Context: an optimization exercise on an open-source flow, tuned for small area and a short achievable clock period. The choices shown serve that exercise and are no tape-out recipe.
No activity file was given, so power comes from the tool's default toggle rates.

==> run B: inputs <==
==> flow/design.v (excerpt) <==
module STDPmodel_4PWL
(reset, clk, A_pre, A_post, start_replay_phase, W_previous, W_new);
	input reset;
	input clk;
	input A_pre;
	input A_post;
	input start_replay_phase;
	input  [31:0] W_previous;
	output [31:0] W_new;
	reg    [31:0] W_new;
	localparam [31:0] W_MAX = 32'h0020_0000;
	reg [2:0] Count_pre, Count_post;
	always @(posedge clk)
	  if (reset)              Count_pre <= 3'd0;
	  else if (A_pre)         Count_pre <= 3'd6;
	  else if (Count_pre!=0)  Count_pre <= Count_pre - 3'd1;
	always @(posedge clk)
	  if (reset)              Count_post <= 3'd0;
	  else if (A_post)        Count_post <= 3'd6;
	  else if (Count_post!=0) Count_post <= Count_post - 3'd1;
	reg nz;
	always @(posedge clk)
	  nz <= !reset && (A_pre || Count_pre > 3'd1) && (A_post || Count_post > 3'd1);
	wire AdaptW = nz && !reset;
	wire [2:0] Delta_Count = Count_post - Count_pre;
	wire d2 = Delta_Count[2];
	wire [2:0] abs_dc = d2 ? (3'd0 - Delta_Count) : Delta_Count;
	reg AdaptW_2, AdaptW_3, AdaptW_4;
	reg sign_dt_hold, sign_dt_q2, sign_dt_q3, sign_dt_q4;
	wire sign_dt_s1 = AdaptW ? d2 : (AdaptW_4 ? sign_dt_hold : 1'b0);
	always @(posedge clk)
	  if (reset) begin
	    AdaptW_2 <= 1'b0; AdaptW_3 <= 1'b0; AdaptW_4 <= 1'b0;
	    sign_dt_hold <= 1'b0;
	    sign_dt_q2 <= 1'b0; sign_dt_q3 <= 1'b0; sign_dt_q4 <= 1'b0;
	  end else begin
	    AdaptW_2 <= AdaptW; AdaptW_3 <= AdaptW_2; AdaptW_4 <= AdaptW_3;
	    sign_dt_hold <= sign_dt_s1;
	    sign_dt_q2 <= sign_dt_s1; sign_dt_q3 <= sign_dt_q2; sign_dt_q4 <= sign_dt_q3;
	  end
	function [31:0] wmax_minus_mask;
	  input [31:0] x;
	  integer i;
	  reg b;
	  begin
	    b = 1'b0;
	    for (i = 0; i < 32; i = i + 1) begin
	      wmax_minus_mask[i] = W_MAX[i] ^ b;
	      b = W_MAX[i] ? (x[i] & b) : (x[i] | b);
	    end
	  end
	endfunction
	wire [31:0] ws_in = W_previous ^ ({32{~d2}} & wmax_minus_mask(W_previous));
	reg  [31:0] Ws_q1, W_previous_q2, W_previous_q3;
	reg  g1;
	wire [31:0] w_q1  = Ws_q1 ^ ({32{~g1}} & wmax_minus_mask(Ws_q1));
	always @(posedge clk)
	  if (nz) begin
	    Ws_q1 <= ws_in;  g1 <= d2;
	    W_previous_q2 <= w_q1;
	    W_previous_q3 <= W_previous_q2;
	  end
	reg v1, v2, v3;
	always @(posedge clk)
	  if (reset) begin
	    v1 <= 1'b0; v2 <= 1'b0; v3 <= 1'b0;
	  end else if (nz) begin
	    v1 <= 1'b1; v2 <= v1; v3 <= v2;
	  end
	wire [3:0]  codeT = {d2, abs_dc};
  ...
clock: 7.5 ns
lec_check: 0
cap_margin: 20
core_margin: 2
core_utilization: 40
setup_slack_margin: 3
slew_margin: 20
run.sh (not shown) runs the stock make flow with config.mk's settings and CLKGATE_MAP_FILE= SYNTH_SCRIPT=/design/flow/synth_recipe.tcl, a recipe that flattens the netlist after the stock synthesis.
==> inputs of run X, as changes to run B <==
- SETUP_SLACK_MARGIN: 3 -> 4
==> qor.csv <==
stage,metric,value,unit
pwr,PwrDens,477,nW/µm²
setup_path,"Buf+Inv Stages, Crit Path",1,
status,status,"complete, no violations",
place,Placed Instance Area,17600,µm²
setup_path,Worst Path Arrival,4.87,ns
global_routing,aggregate global-route resource usage,21.0,%
timing,Peak Freq,228,MHz
timing,minimum clock period,4.38,ns
[end of results for run B]
==> qor.csv <==
stage,metric,value,unit
global_routing,first-pass GRT wire length,71.3,mm
pwr,Tot Pwr,0.00960,W
timing,minimum clock period,3.57,ns
place,Placed Instance Area,17800,µm²
layout,Non-clk bufs,158,
status,status,"complete, no violations",
setup_path,"Buf+Inv Stages, Crit Path",2,
timing,Peak Freq,280,MHz
[end of results for run X]
No functional check of the RTL was part of any run of this note.

-- static timing again, ports no longer ideal --
The results above use ideal ports. As a check the final layouts listed here were re-extracted and re-timed, cells and wires unchanged. Step 1 sets driving cells, clkbuf_16 on the clock port and buf_2 on the other inputs (assumed; they add their load-dependent delay and slew). Step 2 adds t to the input delays and takes it off the output delays; t is the mean of the earliest and latest rising clock arrival at the registers after step 1. Input paths then give back, and output paths get back, about the clock's delay inside the block. Three values: ideal ports, drivers, drivers and shift; two values: the first two.
run | t, ns | setup WS [ns] | worst hold slack (ns) | clock arrival spread, ns | worst slew at a driven data input, ns
run B | 0.601 | 3.120 / 3.120 / 2.723 | 0.327 / 0.327 / 0.327 | 0.016 / 0.016 | 0.05
run X | 0.603 | 3.929 / 3.929 / 3.521 | 0.326 / 0.326 / 0.326 | 0.022 / 0.022 | 0.04
After both steps setup and hold are still met in every run listed. The setup slack of run X, which loses most, moves by 0.000 ns with the drivers and by -0.408 ns with both steps.
